Source: an optimization exercise on an open RTL-to-GDS flow (aim: small area). Production flows keep margins and buffers that such runs may drop.
Only simulation tests tie the RTL to the original design; equivalence was not proved.
Power is estimated from default activity; no workload was simulated.

--- flow/run.sh ---
#!/bin/bash
# synth_recipe.tcl (not shown) runs the flow's synth.tcl, then flattens the netlist and writes it again
# the make line also repeats each setting of config.mk as NAME=value (left out here)
make -C /OpenROAD-flow-scripts/flow DESIGN_CONFIG=/design/flow/config.mk WORK_HOME=/design/flow/orfs CLKGATE_MAP_FILE= SYNTH_SCRIPT=/design/flow/synth_recipe.tcl finish
--- flow/config.mk ---
export PLATFORM = sky130hd
export DESIGN_NAME = GameUI
export DESIGN_NICKNAME = GameUI
export VERILOG_FILES = /design/flow/design.v
export SDC_FILE = /design/flow/constraint.sdc
export NUM_CORES = 4
export LEC_CHECK = 0
export CAP_MARGIN = 20
export CORE_MARGIN = 2
export CORE_UTILIZATION = 40
export PLACE_DENSITY = 0.6
export SLEW_MARGIN = 20
--- flow/constraint.sdc ---
create_clock -name core_clock -period 12.0 [get_ports {myClock}]
set_input_delay 2.4000 -clock core_clock [delete_from_list [all_inputs] [get_ports {myClock}]]
set_output_delay 2.4000 -clock core_clock [all_outputs]
set_load 0.01 [all_outputs]
--- flow/design.v ---
`timescale 1ns / 1ps
module GameUI(input myClock, input rst, input left_button_result, input right_button_result, input center_button_result, input [12:0]pixel_index, output reg [15:0]oled_data, output reg [3:0]anode_seg_output, output reg [6:0]led_seg_output);
reg [7:0]x_coordinate;
reg [6:0]y_coordinate;
reg [3:0]points_counter;
reg [7:0] var1;  
reg [7:0] var2;  
reg [6:0] var3;  
reg [13:0] counter;
reg [15:0] counter2;
reg [13:0] counter3;
reg [14:0] counter4;
reg flag;
reg release_flag;
always @(posedge myClock)
if (rst)
begin
    points_counter = 0;
    var1 = 0;
    var2 = 0;
    var3 = 0;
    counter = 0;
    counter2 = 0;
    counter3 = 0;
    counter4 = 0;
    flag = 0;
    release_flag = 0;
end
else
begin
    y_coordinate = pixel_index/96;
    x_coordinate = pixel_index%96;
    if( y_coordinate >=0 && y_coordinate < 41) 
        oled_data = 16'h5FFD;  
    else
        oled_data = 16'h1620;     
    if(y_coordinate == 1)
    begin
        if(x_coordinate == 3 || x_coordinate == 6 )
            oled_data = 16'hFE81;  
    end 
    if(y_coordinate == 2)
    begin
        if(x_coordinate == 8)
            oled_data =  16'hFE81;
        if(x_coordinate >= 22 && x_coordinate <= 24)
            oled_data = 16'hFFFF;
    end 
    if(y_coordinate == 3)
    begin 
        if(x_coordinate == 1)
            oled_data = 16'hFE81;  
        if(x_coordinate >=4 && x_coordinate <=6)
            oled_data = 16'hFE81;  
        if(x_coordinate >= 21 && x_coordinate <= 27) 
            oled_data = 16'hFFFF;  
    end
    if(y_coordinate == 4)
    begin 
        if(x_coordinate >= 3 && x_coordinate <= 7)
            oled_data = 16'hFE81;  
        if(x_coordinate == 10)
            oled_data = 16'hFE81;  
        if(x_coordinate >= 18 && x_coordinate <= 30)
            oled_data = 16'hFFFF;  
        if(x_coordinate >= 75 && x_coordinate <= 77)
            oled_data = 16'hFFFF;  
    end 
    if(y_coordinate == 5)
    begin
        if(x_coordinate >=2 && x_coordinate <= 8)
            oled_data = 16'hFE81;  
        if(x_coordinate >= 17 && x_coordinate <= 31)
            oled_data = 16'hFFFF;  
        if(x_coordinate >= 45 && x_coordinate <= 49)
                oled_data = 16'hFFFF;  
        if(x_coordinate >= 73 && x_coordinate <= 81)
                    oled_data = 16'hFFFF;  
    end 
    if(y_coordinate == 6)
    begin
        if(x_coordinate == 0)
            oled_data = 16'hFE81;  
        if(x_coordinate >=2 && x_coordinate <= 8)
            oled_data = 16'hFE81;  
        if(x_coordinate == 10)
            oled_data = 16'hFE81;  
        if(x_coordinate >=14 && x_coordinate <= 32)
            oled_data = 16'hFFFF;   
        if(x_coordinate >= 44 && x_coordinate <= 52)
            oled_data = 16'hFFFF;  
        if(x_coordinate >= 72 && x_coordinate <= 82)
                oled_data = 16'hFFFF;  
    end
    if(y_coordinate == 7)
    begin
        if(x_coordinate >=2 && x_coordinate <= 8)
            oled_data = 16'hFE81;  
        if(x_coordinate >= 14 && x_coordinate <= 33)
                oled_data = 16'hFFFF;  
        if(x_coordinate >= 42 && x_coordinate <= 53)
            oled_data = 16'hFFFF;  
        if(x_coordinate >= 69 && x_coordinate <= 83)
            oled_data = 16'hFFFF;  
    end
    if(y_coordinate == 8)
    begin
        if(x_coordinate >= 3 && x_coordinate <= 7)
            oled_data = 16'hFE81;  
        if(x_coordinate == 10)
            oled_data = 16'hFE81;  
        if(x_coordinate >= 14 && x_coordinate <= 33)
            oled_data = 16'hFFFF;  
        if(x_coordinate >= 39 && x_coordinate <= 56)
                oled_data = 16'hFFFF;  
        if(x_coordinate >= 68 && x_coordinate <= 84)
                oled_data = 16'hFFFF;  
    end 
    if(y_coordinate == 9)
    begin
        if(x_coordinate == 1)
            oled_data = 16'hFE81;  
        if(x_coordinate >=4 && x_coordinate <= 6)
            oled_data = 16'hFE81;  
        if(x_coordinate >= 16 && x_coordinate <= 31)
                oled_data = 16'hFFFF;  
        if(x_coordinate >= 37 && x_coordinate <= 57)
                    oled_data = 16'hFFFF;  
        if(x_coordinate >= 70 && x_coordinate <= 86)
            oled_data = 16'hFFFF;  
    end
    if(y_coordinate == 10)
    begin
        if(x_coordinate == 9)
            oled_data = 16'hFE81;  
        if(x_coordinate >= 18 && x_coordinate <= 30)
                oled_data = 16'hFFFF;  
        if(x_coordinate >= 37 && x_coordinate <= 58)
                    oled_data = 16'hFFFF;  
        if(x_coordinate >= 70 && x_coordinate <= 86)
                        oled_data = 16'hFFFF;  
    end
    if(y_coordinate == 11)
    begin
        if(x_coordinate == 3 || x_coordinate == 7)
            oled_data = 16'hFE81;
        if(x_coordinate >= 18 && x_coordinate <= 28)
                oled_data = 16'hFFFF;  
        if(x_coordinate >= 39 && x_coordinate <= 59)
            oled_data = 16'hFFFF;  
        if(x_coordinate >= 71 && x_coordinate <= 85)
                oled_data = 16'hFFFF;  
    end
    if(y_coordinate == 12)
    begin
        if(x_coordinate == 5)
            oled_data = 16'hFE81;
        if(x_coordinate >= 21 && x_coordinate <= 27)
                oled_data = 16'hFFFF;  
        if(x_coordinate >= 40 && x_coordinate <= 55)
                    oled_data = 16'hFFFF;  
        if(x_coordinate >= 74 && x_coordinate <= 84)
                        oled_data = 16'hFFFF;  
    end 
    if(y_coordinate == 13)
    begin 
        if(x_coordinate >= 23  && x_coordinate <= 26)
        oled_data = 16'hFFFF;  
        if(x_coordinate >= 43 && x_coordinate <= 52)
            oled_data = 16'hFFFF;  
        if(x_coordinate >= 74 && x_coordinate <= 79)
            oled_data = 16'hFFFF;  
    end
    if(y_coordinate == 14)
    begin
        if(x_coordinate >= 44 && x_coordinate <= 45)
            oled_data = 16'hFFFF;  
        if(x_coordinate >= 48 && x_coordinate <= 50)
            oled_data = 16'hFFFF;  
        if(x_coordinate>= 56 && x_coordinate <= 60)
            oled_data = 16'd0;  
    end 
    if(y_coordinate == 15)
    begin
        if(x_coordinate >= 55 && x_coordinate <= 56)
            oled_data = 16'd0;  
        if(x_coordinate >= 57 && x_coordinate <= 60)
            oled_data = 16'hFFFF;  
        if(x_coordinate >= 61 && x_coordinate <= 62)
            oled_data = 16'd0;  
        if(x_coordinate >= 70 && x_coordinate <= 71)
                oled_data = 16'd0;  
    end
    if(y_coordinate == 16)
    begin
        if(x_coordinate >= 54 && x_coordinate <= 55)
            oled_data = 16'd0;  
        if(x_coordinate >=56 && x_coordinate <= 61)
            oled_data = 16'hFFFF;  
        if(x_coordinate == 62)
            oled_data = 16'd0;  
        if(x_coordinate >= 69 && x_coordinate <= 70)
            oled_data = 16'd0;          
        if(x_coordinate == 72)
            oled_data = 16'd0;  
    end
    if(y_coordinate == 17)
    begin
        if((x_coordinate >= 39 && x_coordinate <= 42) || x_coordinate == 53 || x_coordinate == 54 || x_coordinate == 63 || x_coordinate == 64 || (x_coordinate >= 68 && x_coordinate <= 69) || (x_coordinate>=72 && x_coordinate <= 73)) 
            oled_data = 16'd0;  
         if((x_coordinate >= 55 && x_coordinate <= 62) || x_coordinate == 70 || x_coordinate === 71)
            oled_data = 16'hFFFF;    
    end
    if(y_coordinate == 18)
    begin
        if((x_coordinate >= 37 && x_coordinate <= 39) || (x_coordinate >= 42 && x_coordinate <= 43) || (x_coordinate >= 51 && x_coordinate <= 53) || x_coordinate == 65 || x_coordinate == 67 || x_coordinate == 68 || x_coordinate == 73 || x_coordinate == 74)
            oled_data = 16'd0;  
        if(x_coordinate == 40 || x_coordinate == 41 || (x_coordinate >= 54 && x_coordinate <= 64) || (x_coordinate >= 69 && x_coordinate <= 72))     
            oled_data = 16'hFFFF;  
    end
    if(y_coordinate == 19)
    begin
        if(x_coordinate == 36 || x_coordinate == 37 || x_coordinate == 43 || x_coordinate == 44 || x_coordinate == 50 || x_coordinate == 51 || (x_coordinate >= 65 && x_coordinate <= 67) || x_coordinate == 74 || x_coordinate == 75 ||(x_coordinate >= 88 && x_coordinate <= 90))
            oled_data = 16'd0;  
        if((x_coordinate >= 38 && x_coordinate <= 42) || (x_coordinate >= 52 && x_coordinate <= 64) || (x_coordinate >= 68 && x_coordinate <= 73))
            oled_data = 16'hFFFF;  
    end
    if(y_coordinate == 20)
    begin
        if((x_coordinate >= 15 && x_coordinate <= 18) || x_coordinate == 35 || x_coordinate == 36 || x_coordinate == 44 || x_coordinate == 49 || x_coordinate == 50 || x_coordinate == 66 || x_coordinate == 67 || x_coordinate == 75 || x_coordinate == 76 || x_coordinate == 87 || x_coordinate == 88 || x_coordinate == 91 || x_coordinate == 92)
            oled_data = 16'd0;  
        if((x_coordinate >= 37 && x_coordinate <= 43) || (x_coordinate >= 51 && x_coordinate <= 65) || (x_coordinate >= 68 && x_coordinate <= 74) || x_coordinate == 89 || x_coordinate == 90)     
            oled_data = 16'hFFFF; 
    end
    if(y_coordinate == 21)
    begin
        if((x_coordinate >= 13 && x_coordinate <= 15) || x_coordinate == 19 || (x_coordinate >= 29 && x_coordinate <= 32) || x_coordinate == 35 || x_coordinate == 45 || x_coordinate == 48 || x_coordinate == 49 || x_coordinate == 66 || x_coordinate == 76 ||(x_coordinate >= 85 && x_coordinate <= 87 ) || x_coordinate == 93)
            oled_data = 16'd0;  
        if((x_coordinate >= 16 && x_coordinate <= 18) || (x_coordinate >= 36 && x_coordinate <= 44) || (x_coordinate >= 50 && x_coordinate <= 65) || (x_coordinate >= 67 && x_coordinate <= 75) || (x_coordinate >= 88 && x_coordinate <= 92))
            oled_data = 16'hFFFF;  
    end
    if(y_coordinate == 22)
    begin 
        if(x_coordinate == 12 || x_coordinate == 13 || x_coordinate == 20 || x_coordinate == 28 || x_coordinate == 32 || x_coordinate == 33 || x_coordinate == 34 || x_coordinate == 45 || x_coordinate == 46 || x_coordinate == 47 || x_coordinate == 66 || x_coordinate == 77 || x_coordinate == 78 || x_coordinate == 83 || x_coordinate == 84 || x_coordinate == 94)
            oled_data =  16'd0;  
        if((x_coordinate >= 14 && x_coordinate <= 19)|| (x_coordinate>= 29 && x_coordinate <= 31)||(x_coordinate >= 35 && x_coordinate <= 44) || (x_coordinate >= 48 && x_coordinate <= 65) || (x_coordinate >= 67 && x_coordinate <= 76) || (x_coordinate >= 85 && x_coordinate <=93))
            oled_data = 16'hFFFF;  
    end
   if(y_coordinate == 23)
   begin 
       if(x_coordinate == 11 || x_coordinate == 12 || x_coordinate == 21 || (x_coordinate >= 26 && x_coordinate <= 28) || x_coordinate == 33 || x_coordinate == 34 || x_coordinate == 46 || x_coordinate == 47 || x_coordinate == 65 || x_coordinate == 78 || x_coordinate == 83 || x_coordinate == 94)
        oled_data = 16'd0;  
       if((x_coordinate >= 13 && x_coordinate <= 20) || (x_coordinate >= 29 && x_coordinate <= 32) || (x_coordinate >= 35 && x_coordinate <= 45)||(x_coordinate >= 48 && x_coordinate <=64) || (x_coordinate >= 66 && x_coordinate <= 77) || (x_coordinate>= 84 && x_coordinate <= 93))
         oled_data = 16'hFFFF;  
   end 
   if(y_coordinate == 24)
   begin
        if(x_coordinate == 10 || x_coordinate == 11 || x_coordinate == 22 || x_coordinate == 26 || x_coordinate == 33 || x_coordinate == 47 || x_coordinate == 64 || x_coordinate == 65 || x_coordinate == 78 || x_coordinate == 79 || x_coordinate == 82 || x_coordinate == 95)
            oled_data = 16'd0;  
        if((x_coordinate >= 12 && x_coordinate <= 21) || (x_coordinate >= 27 && x_coordinate <= 32) || (x_coordinate >= 34 && x_coordinate <= 46) || (x_coordinate >= 52 && x_coordinate <= 62) || x_coordinate == 66 || x_coordinate == 67 || (x_coordinate >=69 && x_coordinate <= 77) || (x_coordinate >= 83 && x_coordinate <=94))
            oled_data = 16'hFFFF;  
        if((x_coordinate >=48 && x_coordinate <= 51) || x_coordinate == 63)
            oled_data = 16'h0B9D;  
        if(x_coordinate == 68)
            oled_data = 16'hCE79;  
   end  
   if(y_coordinate == 25)
   begin 
        if(x_coordinate == 10 || x_coordinate == 22 || x_coordinate == 25 || x_coordinate == 32 || x_coordinate == 48 || x_coordinate == 64 || x_coordinate == 79 || x_coordinate == 81 || x_coordinate == 95)
            oled_data = 16'd0;  
        if((x_coordinate >= 11 && x_coordinate <= 21) || (x_coordinate >= 26 && x_coordinate <= 31) || (x_coordinate >= 33 && x_coordinate <= 47 ) || (x_coordinate >= 58 && x_coordinate <= 60) || (x_coordinate >= 70 && x_coordinate <= 75) || (x_coordinate >= 84 && x_coordinate <= 95))
            oled_data = 16'hFFFF;  
        if((x_coordinate >= 49 && x_coordinate <= 57) || (x_coordinate >= 61 && x_coordinate <= 63) || (x_coordinate >= 76 && x_coordinate <= 78) || x_coordinate == 82 || x_coordinate == 83) 
            oled_data = 16'h0B9D;  
        if(x_coordinate >= 65 && x_coordinate <= 69)
            oled_data = 16'hCE79;            
   end  
   if(y_coordinate == 26)
   begin
        if(x_coordinate == 9 || x_coordinate == 10 || x_coordinate == 22 || x_coordinate == 23 || x_coordinate == 25 || x_coordinate == 31 || x_coordinate == 32 || (x_coordinate >= 49 && x_coordinate <= 52) || x_coordinate == 63 || x_coordinate == 80)
            oled_data = 16'd0;  
        if((x_coordinate >= 11 && x_coordinate <= 21) || (x_coordinate >= 26 && x_coordinate <= 30 ) || (x_coordinate >= 34 && x_coordinate <= 45 ) || (x_coordinate >= 71 && x_coordinate <= 73) || (x_coordinate >= 84 && x_coordinate <=92))
            oled_data = 16'hFFFF;  
        if(x_coordinate == 33 || (x_coordinate >= 46 && x_coordinate <= 48)|| (x_coordinate >= 53 && x_coordinate <= 62) || (x_coordinate >= 74 && x_coordinate <= 79) || (x_coordinate >= 81 && x_coordinate <= 83) || (x_coordinate >= 93 && x_coordinate <= 95))
           oled_data = 16'h0B9D;  
       if(x_coordinate >= 64 && x_coordinate <= 70)
            oled_data = 16'hCE79;  
   end
   if(y_coordinate == 27)
   begin 
    if(x_coordinate == 9  || x_coordinate == 23 || x_coordinate == 24 || x_coordinate == 31 || x_coordinate == 52 || x_coordinate == 63 || x_coordinate == 81 )
        oled_data = 16'd0;  
    if((x_coordinate >= 12 && x_coordinate <= 22) || (x_coordinate >= 35 && x_coordinate <= 43) || (x_coordinate >= 85 && x_coordinate <= 89))
        oled_data = 16'hFFFF;
    if(x_coordinate == 10 || x_coordinate == 11 || (x_coordinate >= 32 && x_coordinate <= 34) || (x_coordinate >= 44 && x_coordinate <= 51) || (x_coordinate >= 53 && x_coordinate <= 62) || (x_coordinate >= 72 && x_coordinate <= 80 ) || (x_coordinate >= 82 && x_coordinate <= 84) || (x_coordinate >= 90 && x_coordinate <= 95))    
        oled_data = 16'h0B9D;  
       if(x_coordinate >= 64 && x_coordinate <= 71)
             oled_data = 16'hCE79;  
   end
   if(y_coordinate == 28)
   begin
    if(x_coordinate == 8 || x_coordinate == 9 || x_coordinate == 23 || x_coordinate == 24 || x_coordinate == 31 || x_coordinate == 53 || x_coordinate == 62 || x_coordinate == 81)
        oled_data = 16'd0;  
    if((x_coordinate >= 12 && x_coordinate <= 22) || (x_coordinate >= 36 && x_coordinate <= 41))
        oled_data = 16'hFFFF;  
    if(x_coordinate == 10 || x_coordinate == 11 || (x_coordinate >=25 && x_coordinate <= 28) || (x_coordinate >= 32 && x_coordinate <= 35) ||(x_coordinate >= 42 && x_coordinate <= 52) || (x_coordinate >=54 && x_coordinate <= 61) || x_coordinate == 63 || (x_coordinate >= 73 && x_coordinate <= 80) || (x_coordinate >= 82 && x_coordinate <= 95))    
        oled_data = 16'h0B9D;  
       if(x_coordinate >= 64 && x_coordinate <= 72)
              oled_data = 16'hCE79;  
   end 
   if(y_coordinate == 29)
   begin
    if(x_coordinate >= 3 && x_coordinate <= 7 || x_coordinate == 24 || x_coordinate == 30 || x_coordinate == 53 || x_coordinate == 61 || x_coordinate == 62 || x_coordinate == 81)
        oled_data = 16'd0;   
    if((x_coordinate >= 17 && x_coordinate <= 19) || (x_coordinate >= 37 && x_coordinate <= 41))
        oled_data = 16'hFFFF;  
    if((x_coordinate >= 11 && x_coordinate <= 16 ) || (x_coordinate >= 20 && x_coordinate <= 23) || (x_coordinate  >= 31 && x_coordinate <= 36) || (x_coordinate >= 42 && x_coordinate <=52) || (x_coordinate >= 54 && x_coordinate <= 60) || x_coordinate == 63 || x_coordinate ==  64 || (x_coordinate >= 73 && x_coordinate <= 80) || (x_coordinate >= 82 && x_coordinate <= 95))
        oled_data = 16'h0B9D;   
    if(x_coordinate >= 8 && x_coordinate <= 10)
        oled_data = 16'h0401; 
    if(x_coordinate >= 65 && x_coordinate <= 72)
        oled_data = 16'hCE79;   
   end 
   if(y_coordinate == 30)
   begin 
        if(x_coordinate == 2 || x_coordinate == 24 || x_coordinate == 29 || x_coordinate == 30 || x_coordinate == 54 || x_coordinate == 60 || x_coordinate == 61 || (x_coordinate >= 81 && x_coordinate <= 83))
            oled_data = 16'd0;  
        if((x_coordinate >=3 && x_coordinate <=5) || x_coordinate == 38 || x_coordinate == 39)
            oled_data = 16'hFFFF;  
        if((x_coordinate >= 13 && x_coordinate <= 23) || (x_coordinate >= 31 && x_coordinate <= 37) || (x_coordinate >= 40 && x_coordinate <= 53) || (x_coordinate >= 55 && x_coordinate <= 59) || (x_coordinate >= 62 && x_coordinate <= 66) || (x_coordinate >= 73 && x_coordinate <= 80) || (x_coordinate >= 84 && x_coordinate <= 95))
            oled_data = 16'h0B9D;  
        if(x_coordinate >= 6 && x_coordinate <= 12)
            oled_data = 16'h0401;  
        if(x_coordinate >= 67 && x_coordinate <= 72)
            oled_data = 16'hCE79;  
   end
   if(y_coordinate == 31)
   begin
        if(x_coordinate == 1 || x_coordinate == 25 || x_coordinate == 29 || x_coordinate == 54 || x_coordinate == 59 || x_coordinate == 60 || x_coordinate == 83 || x_coordinate == 84 || x_coordinate == 75)
            oled_data = 16'd0;  
        if(x_coordinate >= 2 && x_coordinate <= 4)
            oled_data = 16'hFFFF;  
        if((x_coordinate >= 14 && x_coordinate <= 24 ) || (x_coordinate >= 26 && x_coordinate <=28) || (x_coordinate >= 30 && x_coordinate <= 53 ) || (x_coordinate >= 55 && x_coordinate <= 58 ) || (x_coordinate >= 61 && x_coordinate <= 67) || x_coordinate == 73 || x_coordinate == 74 || (x_coordinate >= 76 && x_coordinate <= 82) || (x_coordinate >= 85 && x_coordinate <= 95))
            oled_data = 16'h0B9D;  
        if(x_coordinate == 5 || x_coordinate == 6 || (x_coordinate >= 8 && x_coordinate <= 13))
            oled_data = 16'h0401;  
        if(x_coordinate >= 68 && x_coordinate <= 72)
            oled_data = 16'hCE79;  
        if(x_coordinate == 7)    
            oled_data = 16'hF8C0;  
   end
   if(y_coordinate == 32)
   begin 
        if(x_coordinate == 0 || x_coordinate == 25 || x_coordinate == 28 || x_coordinate == 29 || x_coordinate == 54 || x_coordinate == 59 || (x_coordinate >= 69 && x_coordinate  <= 72) || x_coordinate == 74 || x_coordinate == 76 || x_coordinate == 85)
            oled_data = 16'd0; 
        if(x_coordinate == 1 || x_coordinate == 2 ||(x_coordinate >= 15 && x_coordinate <= 24) || x_coordinate == 26 || x_coordinate == 27 || (x_coordinate >= 30 && x_coordinate <= 53) || (x_coordinate >= 55 && x_coordinate <= 58 ) || (x_coordinate >= 60 && x_coordinate <= 68) || x_coordinate == 73 || (x_coordinate >= 77 && x_coordinate <= 84) || (x_coordinate >= 86 && x_coordinate <= 95))
            oled_data = 16'h0B9D; 
        if((x_coordinate >= 3 && x_coordinate <= 9) || (x_coordinate >= 11 && x_coordinate <= 14))
            oled_data = 16'h0401;  
        if(x_coordinate == 10 || x_coordinate == 75)
            oled_data = 16'hF8C0;  
   end
   if(y_coordinate == 33)
   begin
        if(x_coordinate == 25 || x_coordinate == 27 || x_coordinate == 55 || x_coordinate == 58 || x_coordinate == 59 || x_coordinate == 69 || x_coordinate == 72 || x_coordinate == 73 || x_coordinate == 77 || x_coordinate == 85)
            oled_data = 16'd0;
        if(x_coordinate == 0 || x_coordinate == 1 || (x_coordinate >= 16 && x_coordinate <= 24 ) || x_coordinate == 26 || (x_coordinate >= 28 && x_coordinate <= 54) || x_coordinate == 56 || x_coordinate == 57 || (x_coordinate >= 60 && x_coordinate <= 68) || (x_coordinate >= 78 && x_coordinate <= 84 ) || (x_coordinate >= 86 && x_coordinate <=95))
            oled_data = 16'h0B9D;  
        if(x_coordinate >= 2 && x_coordinate <= 15)
            oled_data = 16'h0401;  
        if(x_coordinate == 70 || x_coordinate == 71)
            oled_data = 16'h8C71;  
        if(x_coordinate >= 74 && x_coordinate <= 76)
                oled_data = 16'hF8C0;  
   end
   if(y_coordinate == 34)
   begin 
        if(x_coordinate == 26 || x_coordinate == 55 || x_coordinate == 58 || x_coordinate == 69 || x_coordinate == 72 || x_coordinate == 78 || x_coordinate == 86)
            oled_data = 16'd0;  
        if(x_coordinate == 0 || x_coordinate == 1 || (x_coordinate >= 17 && x_coordinate <= 25) || (x_coordinate >= 27 && x_coordinate <= 54) || x_coordinate == 56 || x_coordinate == 57 || (x_coordinate >= 59 && x_coordinate <= 68) || (x_coordinate >= 79 && x_coordinate <= 85) || (x_coordinate >= 87 && x_coordinate <= 95))
            oled_data = 16'h0B9D;  
        if(x_coordinate == 2 || x_coordinate == 3 || (x_coordinate >= 5 && x_coordinate <= 16))
            oled_data = 16'h0401;  
        if(x_coordinate == 4 || (x_coordinate >= 73 && x_coordinate <= 77))
            oled_data = 16'hF8C0;  
        if(x_coordinate == 70 || x_coordinate == 71)
            oled_data = 16'h8C71;  
   end
   if(y_coordinate == 35)
   begin
        if(x_coordinate == 26 || x_coordinate == 56 || x_coordinate == 57 || x_coordinate == 69 || x_coordinate == 71 || x_coordinate == 79 || x_coordinate == 87) 
            oled_data = 16'd0;  
        if(x_coordinate == 0 || (x_coordinate >= 18 && x_coordinate <= 25) || (x_coordinate >= 27 && x_coordinate <= 55) || (x_coordinate >= 58 && x_coordinate <= 68) || (x_coordinate >= 80 && x_coordinate <= 86) || (x_coordinate >= 88 && x_coordinate <= 95))
            oled_data = 16'h0B9D;  
        if((x_coordinate >= 1 && x_coordinate <= 6) || (x_coordinate >= 8 && x_coordinate <= 12 ) || (x_coordinate >= 14 && x_coordinate <= 17 ))
            oled_data = 16'h0401;  
        if(x_coordinate == 7 || x_coordinate == 13 || (x_coordinate >= 72 && x_coordinate <= 78))
            oled_data = 16'hF8C0;  
        if(x_coordinate == 70)
                oled_data = 16'h8C71;  
   end
   if(y_coordinate == 36)
   begin 
        if(x_coordinate == 25 || x_coordinate == 56 || x_coordinate == 69 || x_coordinate == 70 || x_coordinate == 80 || x_coordinate == 88)
            oled_data = 16'd0;  
        if(x_coordinate == 0 || (x_coordinate >= 18 && x_coordinate <= 24) || (x_coordinate >= 26 && x_coordinate <= 55) || (x_coordinate >= 57 && x_coordinate <= 68) || (x_coordinate >= 81 && x_coordinate <= 87) || (x_coordinate >= 89 && x_coordinate <= 95))
            oled_data  = 16'h0B9D;  
        if((x_coordinate >= 1 && x_coordinate <= 9) || (x_coordinate >= 11 && x_coordinate <= 15) || x_coordinate == 17)    
            oled_data = 16'h0401;  
        if(x_coordinate == 10 || x_coordinate == 16 || (x_coordinate >= 71 && x_coordinate <= 79))
            oled_data = 16'hF8C0;  
   end
   if(y_coordinate == 37)
   begin
        if(x_coordinate == 24 || x_coordinate == 57 || x_coordinate == 69 || x_coordinate == 81 || x_coordinate == 89 || x_coordinate == 90) 
            oled_data = 16'd0;  
        if(x_coordinate == 0 || (x_coordinate >= 18 && x_coordinate <= 23) || (x_coordinate >= 25 && x_coordinate <= 56) || (x_coordinate >= 58 && x_coordinate <= 68) || (x_coordinate >= 82 && x_coordinate <= 88) || (x_coordinate >= 91 && x_coordinate <= 95))
            oled_data = 16'h0B9D;  
        if(x_coordinate >= 1 && x_coordinate <= 17)
            oled_data = 16'h0401;  
        if(x_coordinate >= 70 && x_coordinate <= 80)
            oled_data = 16'hF8C0;    
   end
   if(y_coordinate == 38)
   begin
        if(x_coordinate == 24 || x_coordinate == 57 || (x_coordinate >= 68 && x_coordinate <= 82) || (x_coordinate >= 91 && x_coordinate <= 92))
            oled_data = 16'd0;  
        if(x_coordinate == 0 || (x_coordinate >= 18 && x_coordinate <= 23) || (x_coordinate >= 25 && x_coordinate <= 56) || (x_coordinate >= 58 && x_coordinate <= 67) || (x_coordinate >= 83 && x_coordinate <= 90)|| (x_coordinate >= 93 && x_coordinate <= 95))
            oled_data = 16'h0B9D;  
        if(x_coordinate == 1 || (x_coordinate >= 3 && x_coordinate <= 13) || (x_coordinate >= 15 && x_coordinate <= 17))
            oled_data = 16'h0401;  
        if(x_coordinate == 2 || x_coordinate == 14)
            oled_data = 16'hF8C0;  
   end 
   if(y_coordinate == 39)  
   begin
        if(x_coordinate == 23 || x_coordinate == 24 || x_coordinate == 58 || x_coordinate == 68 || x_coordinate == 82 || x_coordinate == 93)
            oled_data = 16'd0;  
        if(x_coordinate == 0 || (x_coordinate >= 18 && x_coordinate <= 22) || (x_coordinate >= 25 && x_coordinate <= 57 ) || (x_coordinate >= 58 && x_coordinate <= 67) || (x_coordinate >= 83 && x_coordinate <= 92) || x_coordinate == 94 || x_coordinate == 95)
            oled_data = 16'h0B9D;  
        if((x_coordinate >= 1 && x_coordinate <= 6) || (x_coordinate >= 8 && x_coordinate <= 17))
            oled_data = 16'h0401;  
        if(x_coordinate == 7)
            oled_data = 16'hF8C0;  
        if(x_coordinate >= 69 && x_coordinate <= 81)
            oled_data = 16'hFF80;  
   end
   if(y_coordinate == 40)
   begin
        if(x_coordinate == 68 || x_coordinate == 82)
            oled_data = 16'd0;  
        if(x_coordinate >= 1 && x_coordinate <= 17)
            oled_data = 16'h0401;  
        if(x_coordinate >= 69 && x_coordinate <= 81)
            oled_data = 16'hFF80;  
   end
   if(y_coordinate == 41)
   begin
        if(x_coordinate == 68 || x_coordinate == 82)
            oled_data = 16'd0;  
        if((x_coordinate >= 1 && x_coordinate <= 3) || (x_coordinate>=5 && x_coordinate <= 10) || (x_coordinate >= 12 && x_coordinate <= 15))
            oled_data = 16'h0401;  
        if(x_coordinate >= 69 && x_coordinate <= 81)
            oled_data = 16'hFF80;  
        if(x_coordinate == 4 || x_coordinate == 11)
            oled_data = 16'hF8C0;  
   end 
   if(y_coordinate == 42)
   begin
        if(x_coordinate == 68 || x_coordinate == 82)
            oled_data = 16'd0;  
        if(x_coordinate >= 2 && x_coordinate <= 15)
            oled_data = 16'h0401;  
        if(x_coordinate >= 69 && x_coordinate <= 81)
                oled_data = 16'hFF80;  
        if(x_coordinate >= 27 && x_coordinate <= 58)
                oled_data = 16'h4DDD;  
   end
   if(y_coordinate == 43)
   begin
         if(x_coordinate == 68 || x_coordinate == 82)
             oled_data = 16'd0;  
         if(x_coordinate >= 5 && x_coordinate <= 12)
             oled_data = 16'h0401;  
        if(x_coordinate >= 69 && x_coordinate <= 81)
            oled_data = 16'hFF80;  
        if(x_coordinate >= 25 && x_coordinate <= 60)
            oled_data = 16'h4DDD;  
   end
   if(y_coordinate == 44)
   begin
        if(x_coordinate == 68 || x_coordinate == 82)
            oled_data = 16'd0;  
        if(x_coordinate >= 8 && x_coordinate <= 10)
            oled_data = 16'hB4E0;  
        if(x_coordinate >= 13 && x_coordinate <= 15)
            oled_data = 16'h0401;  
        if(x_coordinate >= 69 && x_coordinate <= 81)
            oled_data = 16'hFF80;  
        if(x_coordinate >= 24 && x_coordinate <= 61)
            oled_data = 16'h4DDD;  
   end
   if(y_coordinate == 45)
   begin
        if(x_coordinate == 68 || x_coordinate == 82)
            oled_data = 16'd0;  
        if((x_coordinate >= 8 && x_coordinate <= 10) || x_coordinate == 12)
            oled_data = 16'hB4E0;  
        if((x_coordinate >= 3 && x_coordinate <= 5)||(x_coordinate >= 13 && x_coordinate <= 15))
            oled_data = 16'h0401;  
        if(x_coordinate >= 69 && x_coordinate <= 81)
            oled_data = 16'hFF80;  
        if(x_coordinate >= 73 && x_coordinate <= 77)
            oled_data = 16'hF8C0;
        if(x_coordinate >= 23 && x_coordinate <= 63)
            oled_data = 16'h4DDD;  
   end
   if(y_coordinate == 46)
   begin
        if(x_coordinate == 68 || x_coordinate == 82)
            oled_data = 16'd0;  
        if((x_coordinate >= 8 && x_coordinate <= 10) || x_coordinate == 12)
            oled_data = 16'hB4E0;  
        if(x_coordinate >= 2 && x_coordinate <= 5)
            oled_data = 16'h0401;  
        if(x_coordinate >= 69 && x_coordinate <= 81)
            oled_data = 16'hFF80;  
        if(x_coordinate >= 73 && x_coordinate <= 77)
            oled_data = 16'hF8C0;  
        if(x_coordinate >= 22 && x_coordinate <= 63)
            oled_data = 16'h4DDD;  
   end
   if(y_coordinate == 47)
   begin
        if(x_coordinate == 68 || x_coordinate == 82)
            oled_data = 16'd0;  
        if((x_coordinate == 5)||(x_coordinate >= 8 && x_coordinate <= 12))
            oled_data = 16'hB4E0;  
        if(x_coordinate >= 3 && x_coordinate <= 5)
            oled_data = 16'h0401;  
        if(x_coordinate >= 69 && x_coordinate <= 81)
            oled_data = 16'hFF80;  
        if(x_coordinate == 73 || x_coordinate == 77)
            oled_data = 16'hF8C0;  
        if(x_coordinate >= 20 && x_coordinate <= 62)
            oled_data = 16'h4DDD;  
   end   
   if(y_coordinate == 48)
   begin
        if(x_coordinate == 68 || x_coordinate == 82)
            oled_data = 16'd0;  
        if(x_coordinate >= 5 && x_coordinate <= 10)
            oled_data = 16'hB4E0;  
        if(x_coordinate >= 69 && x_coordinate <= 81)
            oled_data = 16'hFF80;  
        if(x_coordinate == 73 || x_coordinate == 74 || x_coordinate == 77)
            oled_data = 16'hF8C0;  
        if(x_coordinate >= 19 && x_coordinate <= 61)
            oled_data = 16'h4DDD;  
   end 
   if(y_coordinate == 49)
   begin
        if(x_coordinate == 68 || x_coordinate == 82)
            oled_data = 16'd0;  
        if((x_coordinate >= 8 && x_coordinate <= 10))
            oled_data = 16'hB4E0;  
        if(x_coordinate >= 69 && x_coordinate <= 81)
            oled_data = 16'hFF80;  
        if(x_coordinate == 73 || x_coordinate == 77)
            oled_data = 16'hF8C0;  
        if(x_coordinate >= 19 && x_coordinate <= 59)
            oled_data = 16'h4DDD;  
   end
   if(y_coordinate == 50)
   begin
        if(x_coordinate >= 68 && x_coordinate <= 82)
            oled_data = 16'd0;  
        if((x_coordinate >= 8 && x_coordinate <= 10))
            oled_data = 16'hB4E0;  
        if(x_coordinate >= 18 && x_coordinate <= 56)
            oled_data = 16'h4DDD;  
   end   
   if(y_coordinate == 51)
   begin
        if((x_coordinate >= 8 && x_coordinate <= 10))
            oled_data = 16'hB4E0;  
        if(x_coordinate >= 19 && x_coordinate <= 54)
            oled_data = 16'h4DDD;  
   end 
   if(y_coordinate == 52)
   begin
        if((x_coordinate >= 8 && x_coordinate <= 10))
            oled_data = 16'hB4E0;  
        if(x_coordinate >= 19 && x_coordinate <= 51)
            oled_data = 16'h4DDD;  
   end 
   if(y_coordinate == 53)
   begin    
        if(x_coordinate >= 20 && x_coordinate <= 46)
            oled_data = 16'h4DDD;  
   end 
   if(y_coordinate == 54)
   begin    
        if(x_coordinate >= 27 && x_coordinate <= 43)
            oled_data = 16'h4DDD;  
   end   
     if(center_button_result == 1)
     begin 
        release_flag = 1;
     end 
     if(right_button_result == 1 && release_flag == 0)
     begin
        if(var2 + 6 != 95)
        begin
        var2 = (counter2 == 16'b1111_1111_1111_1111)? var2 + 1 : var2;
        counter2 = (counter2 == 16'b1111_1111_1111_1111)?0:counter2 +1;
        end     
     end
     if(left_button_result == 1 && release_flag == 0)
     begin
        if(var2 != 0)
        var2 = (counter2 == 16'b1111_1111_1111_1111)? var2 - 1 : var2;
        counter2 = (counter2 == 16'b1111_1111_1111_1111)?0:counter2 +1;
     end 
 if(release_flag == 0)begin    
     if(y_coordinate == 0)
     begin
        if(x_coordinate >= 1 + var2 && x_coordinate <=5 + var2)
        begin
            oled_data = 16'd0; 
        end 
     end   
     if(y_coordinate == 1)
     begin 
        if(x_coordinate >= 0 + var2 && x_coordinate <= 6 + var2)
        begin 
            oled_data = 16'd0;
        end
     end 
     if(y_coordinate == 2)
     begin
        if(x_coordinate >= 0 + var2 && x_coordinate <= 6 + var2)
        begin
            oled_data = 16'd0; 
        end
     end
     if(y_coordinate == 3)
     begin 
        if(x_coordinate >= 0 + var2 && x_coordinate <= 6 + var2)
        begin 
            oled_data = 16'd0;
        end 
     end
     if(y_coordinate == 4)
     begin
        if(x_coordinate >= 0 + var2 && x_coordinate <= 6 + var2)
        begin 
            oled_data = 16'd0;
        end  
     end
     if(y_coordinate == 5)
     begin
        if(x_coordinate >= 1 + var2 && x_coordinate <= 5 + var2)
        begin
            oled_data = 16'd0;
        end 
     end
 end    
     if(release_flag == 1)
     begin
        if(y_coordinate == var3)
        begin
            if(x_coordinate >= 1 + var2 && x_coordinate <=5 + var2)
            begin
                oled_data = 16'd0; 
            end 
        end   
        if(y_coordinate == 1 + var3)
        begin 
            if(x_coordinate >= 0 + var2 && x_coordinate <= 6 + var2)
            begin 
                oled_data = 16'd0;
            end
        end 
        if(y_coordinate == 2 + var3)
        begin
            if(x_coordinate >= 0 + var2 && x_coordinate <= 6 + var2)
            begin
                oled_data = 16'd0; 
            end
        end
        if(y_coordinate == 3 + var3)
        begin 
            if(x_coordinate >= 0 + var2 && x_coordinate <= 6 + var2)
            begin 
                oled_data = 16'd0;
            end 
        end
        if(y_coordinate == 4 + var3)
        begin
            if(x_coordinate >= 0 + var2 && x_coordinate <= 6 + var2)
            begin 
                oled_data = 16'd0;
            end  
        end
        if(y_coordinate == 5 + var3)
        begin
            if(x_coordinate >= 1 + var2 && x_coordinate <= 5 + var2)
            begin
                oled_data = 16'd0;
            end 
        end 
        if(var3 != 58)
        begin 
        var3 = (counter3 == 14'b11_1111_1111_1111)? var3 + 1 : var3;
        counter3 = (counter3 == 14'b11_1111_1111_1111)?0:counter3 +1;
        end 
        else 
        begin
            var3 = 0;
            release_flag =0;
        end 
     end
     if (flag == 0)
     begin
         if(y_coordinate == 56)
         begin
             if(x_coordinate >= var1 + 2 && x_coordinate <= var1 + 20)
                 oled_data = 16'h9491;
         end 
         if(y_coordinate == 57)
         begin
             if(x_coordinate >= var1  && x_coordinate <= var1 + 1) 
                 oled_data = 16'h9491;
             if(x_coordinate >= var1 + 3 && x_coordinate <= var1 + 19 )
                 oled_data = 16'd0;
             if(x_coordinate >= var1 + 20 && x_coordinate <= var1 + 21)
                 oled_data = 16'h9491;    
         end
         if(y_coordinate == 58)
         begin
             if(x_coordinate >= var1 && x_coordinate <= var1 + 1) 
                 oled_data = 16'h9491;
             if(x_coordinate >= var1 + 3 && x_coordinate <= var1 + 19)
                 oled_data = 16'd0;
             if(x_coordinate >= var1 + 20  && x_coordinate <= var1 + 21 )
                 oled_data = 16'h9491;    
         end
         if(y_coordinate >= 59 && y_coordinate <64)
         begin
             if(x_coordinate >= var1  && x_coordinate <= var1 + 22) 
                 oled_data = 16'h9491;
         end
         var1 = (counter == 14'b11_1111_1111_1111)? var1 + 1 : var1;
         counter = (counter == 14'b11_1111_1111_1111)?0:counter +1;
         if(var1 + 22 == 95)
         begin   
             flag = 1;
         end     
      end 
 if (flag == 1)
     begin
         if(y_coordinate == 56)
         begin
             if(x_coordinate >= var1 + 2 && x_coordinate <= var1 + 20)
                 oled_data = 16'h9491;
         end 
         if(y_coordinate == 57)
         begin
             if(x_coordinate >= var1  && x_coordinate <= var1 + 1) 
                 oled_data = 16'h9491;
             if(x_coordinate >= var1 + 3 && x_coordinate <= var1 + 19 )
                 oled_data = 16'd0;
             if(x_coordinate >= var1 + 21 && x_coordinate <= var1 + 21)
                 oled_data = 16'h9491;    
         end
         if(y_coordinate == 58)
         begin
             if(x_coordinate >= var1 && x_coordinate <= var1 + 1) 
                 oled_data = 16'h9491;
             if(x_coordinate >= var1 + 3 && x_coordinate <= var1 + 20)
                 oled_data = 16'd0;
             if(x_coordinate >= var1 + 21  && x_coordinate <= var1 + 22)
                 oled_data = 16'h9491;    
         end
         if(y_coordinate >= 59 && y_coordinate <64)
         begin
             if(x_coordinate >= var1  && x_coordinate <= var1 + 22) 
                 oled_data = 16'h9491;
         end
         var1 = (counter == 14'b11_1111_1111_1111)? var1 - 1 : var1;
         counter = (counter == 14'b11_1111_1111_1111)?0:counter +1;
         if(var1 == 0)
         begin   
             flag = 0;
         end     
      end        
      if(var3 == 57)
      begin
        if(points_counter != 4'd10)
        begin
         if(var2 > var1 && var2+6 < var1 + 21 )
         begin     
               points_counter = (counter4 == 14'b11_1111_1111_1111)? points_counter + 1 : points_counter;
               counter4 = (counter4 == 14'b11_1111_1111_1111)?0:counter4 +1;            
         end
        end    
        else 
            points_counter = 4'd0;
      end 
      case(points_counter)
        4'd0: begin anode_seg_output = 4'b1100; led_seg_output = 7'b1000000; end
        4'd1: begin anode_seg_output = 4'b1100; led_seg_output = 7'b1111001; end
        4'd2: begin anode_seg_output = 4'b1100; led_seg_output = 7'b0100100; end
        4'd3: begin anode_seg_output = 4'b1100; led_seg_output = 7'b0110000; end
        4'd4: begin anode_seg_output = 4'b1100; led_seg_output = 7'b0011001; end
        4'd5: begin anode_seg_output = 4'b1100; led_seg_output = 7'b0010010; end
        4'd6: begin anode_seg_output = 4'b1100; led_seg_output = 7'b0000010; end
        4'd7: begin anode_seg_output = 4'b1100; led_seg_output = 7'b1111000; end 
        4'd8: begin anode_seg_output = 4'b1100; led_seg_output = 7'b0000000; end 
        4'd9: begin anode_seg_output = 4'b1100; led_seg_output = 7'b0010000; end
      endcase
end 
endmodule
==> summary.txt <==
cell usage after synthesis (all sizes together) (56+ instances only):
cell type / n / area [sq um]
clkbuf: 122 / 459.2
nand2: 324 / 1224
o21a: 62 / 465.5
nand4: 62 / 387.9
buf: 56 / 327.8
inv: 91 / 341.6
dfxtp: 88 / 1762
nor2: 370 / 1414
nor3: 119 / 625.6
xor2: 64 / 568.1
o21ai: 206 / 1046
xnor2: 144 / 1276
ha: 197 / 2465
a21oi: 242 / 1226
nand3: 146 / 730.7
critical path, cell delays in order:
cell,delay [ns]
clkdlybuf4s50_1,0.46
buf_4,0.30
ha_1,0.45
nand3b_1,0.29
a21o_4,0.33
a22o_1,0.32
nor3_2,0.58
o21ai_2,0.21
a221o_1,0.40
nor2_4,0.45
inv_2,0.34
buf_4,0.37
ha_1,0.38
o21a_1,0.12
o21a_1,0.17
o21a_1,0.17
o221ai_1,0.16
and3_1,0.25
or4_1,0.25
nor2_1,0.10
nor4b_1,0.68
nand3_1,0.20
or4_1,0.67
o31ai_1,0.23
and2_1,0.16
worst paths after layout:
check                                                from                           to  depth (start not counted)
worst max-delay path                      pixel_index[11]      oled_data[10]$_DFFE_PN_                         25
worst min-delay path            counter4[14]$_SDFFE_PP0P_    counter4[14]$_SDFFE_PP0P_                          2
worst max register to register            flag$_SDFF_PP0_  led_seg_output[3]$_DFFE_PP_                         28
worst min register to register  counter4[14]$_SDFFE_PP0P_    counter4[14]$_SDFFE_PP0P_                          2
cell families after synthesis:
| logic type | synth area share |
|---|---|
| adder cells (fa/ha/maj) | 0.1122 |
| flip-flops | 0.1117 |
| other | 0.0003419 |
| AND/OR/NAND/NOR | 0.3078 |
| AO/OA/AOI/OAI | 0.3175 |
| buffers and inverters | 0.05270 |
| multiplexers | 0.01282 |
| XOR/XNOR | 0.08500 |
state kept, by name (all words and copies together) (netlist names):
signal / flops
counter2: 16
oled_data: 16
counter4: 15
counter3: 14
counter: 14
var1: 8
var2: 8
led_seg_output: 7
var3: 7
points_counter: 4
flag: 1
release_flag: 1
where the power goes:
group / internal (mW) / switching [mW] / leakage (nW)
logic: 0.333 / 0.838 / 7.38
registers: 0.402 / 0.0111 / 0.933
clock network: 0.148 / 0.167 / 0.144
layout make-up:
| cell class | instances | area share |
|---|---|---|
| Tap cell | 696 | 0.03689 |
| Antenna cell | 1 | 0.0001060 |
| Clock buffer | 9 | 0.009540 |
| Inverter | 97 | 0.01569 |
| Timing Repair Buffer | 143 | 0.04876 |
| Multi-Input combinational cell | 2786 | 0.7819 |
| Sequential cell | 111 | 0.1039 |
| Clock inverter | 7 | 0.003286 |
stage by stage:
step                cells  total power, mW    util
global route         3849            1.931  0.4369
CTS                  3849            1.829  0.4368
finish               3850            1.899  0.4370
detailed placement   3833            1.515  0.4311
global placement     3833            1.518  0.4311
floorplan            3172            1.023       -
per-layer routing:
layer / part of all wire / wire [microns] / track usage
met5: 0.0011 / 142 / 0
met4: 0.071 / 9205 / 0.2508
met3: 0.13 / 17180 / 0.1374
met2: 0.41 / 53050 / 0.6568
met1: 0.39 / 50870 / 0.5712
==> summary.md <==
| Metric | Value |
|---|---|
| Startpoint types | input port |
| Status | timing/DRC/antenna clean |
| #FFs+latches synth | 111 |
| Mapped cell area | 21960 sq um |
| Pre-antenna DRT Iters | 7 |
| Multi-input logic area | 18460 sq um |
| Vias in the first global route | ~27k |
| RSZ-0062 raised after global routing | false |
| Post-DP HPWL | 100.7 mm |
| Final net count | about 3.4k |
| Aggregate global routing overflow | 0 |
| Die height | around 240 microns |
| Post-synth EDFFs | 23 |
| Commonest cells after routing, fill and taps aside | 361 x nor2_1, 323 x nand2_1, 238 x a21oi_1, 197 x ha_1, 184 x o21ai_0 |
| CTS Buffer Depth | 2 |
| Tcrit/Tclk final | 0.8532 |
| R2R Setup Slk | about 3.3 ns |
| Die area | 56800 sq um |
| Row count | 85 |
| Setup crit end kind | flop |
| WS Path Type | in2reg |
| Fmax achieved | 97.67 MHz |
| Register area | 2452 sq um |
| Critical Path Fanout Max | 24 |
| Port Buf Inserts | 40 |
| Syn Inst Count | 3170 |
| Area Growth Syn to Fin | 7.491% |
| Iteration-0 DRC Markers | 4394 |
| Antenna violations before repair | 4 |
| Post-placement cell area | between 20000 and 25000 sq um |
| Final hold violations | 0 |
| P per Cell Area | 80.43 nW/um^2 |
| Slew @ Worst Pin | between 1 and 1.5 ns |
| CTS sink count | 111 |
| First-pass GRT wire length | 185.9 mm |
| CTS clk-pin slew, worst paths | 0.09 ns |
| Yosys warning total | 1 |
| Rel. slew slack | 0.1639 |
| Fraction of layout cells with a size suffix above 1 | 0.08436 |
| Hold WC Path Type | reg2reg |
| Mapped Avg Cell Area | around 7 sq um |
| H-tree Lvls | 3 |
| Worst hold slack | 0.4510 ns |
| Chip width | 238.3 microns |
| Root Buffer Master | clkbuf_16 |
| MaxCap Viol Count | 0 |
| Vias per cell | 7.279 |
| Num ports | 45 |
| Core footprint | ~54000 sq um |
| Pre-CTS setup slack | 1.461 ns |
| Leakage | around 8.5 nW |
| Setup violators final | 0 |
| Final Skew | 0.02088 ns |
| Unique masters post-synth | 133 |
| Post-cts resize count | 0 |
| # DRC | 0 |
| Setup TNS | 0 ns |
| Most common cell after layout, fill and taps aside | nor2_1 |
| FILL cells | 5582 |
| # hold bufs at CTS | 0 |
| Final GP Congestion | roughly 1.1 |
| Ys async rst share | 0 |
| Pin count of the biggest net entering global routing | 51 |
| Final instance area | 23610 sq um |
| Clock latency on the worst-skew pair | roughly 0.38 ns |
| WL final | around 130 mm |
| Tmin final | between 10 and 15 ns |
| Seq/Total Area, Yosys | 0.1117 |
| CP required | 12.24 ns |
| Top_reg_cell synth | dfxtp_1 |
| Initial Util | 0.4065 |
| Via count | about 28k |
| Routed WL per cell | around 34 microns |
| Peak supply drop | 0.06022 mV |
| WP data arrival | 10.48 ns |
| Final worst slack | 1.762 ns |
| ANT nets after route | 0 |
| Pins Over Slew Limit | 0 |
| CTS tree | done |
| Post-CTS Setup Inserts | 0 |
| Tot GR Track Use | 0.4446 |
| CTS Buf Count | 9 |

## re-timing with driven ports
The results above use ideal ports. As a check the final layout listed here was re-extracted and re-timed, cells and wires unchanged.
Step 1, drivers: a clkbuf_16 drives myClock and a buf_2 each remaining input, both assumed.
Step 2 times the ports against the registers' clock, not the clock port: input delays grow and output delays shrink by t, the midpoint of the rising clock arrivals with the driver on.
a / b / c = no drivers / after step 1 / after step 2; a / b = the first two.
t (ns): 0.434
setup WS [ns]: 1.762 / 1.785 / 1.351
hold WS [ns]: 0.451 / 0.451 / 0.451
worst setup path after step 2: input to register
pins driven straight from the clock port: 1
After both steps this run still meets setup and hold. The setup slack of this run moves by +0.023 ns with the drivers and by -0.411 ns with both steps.
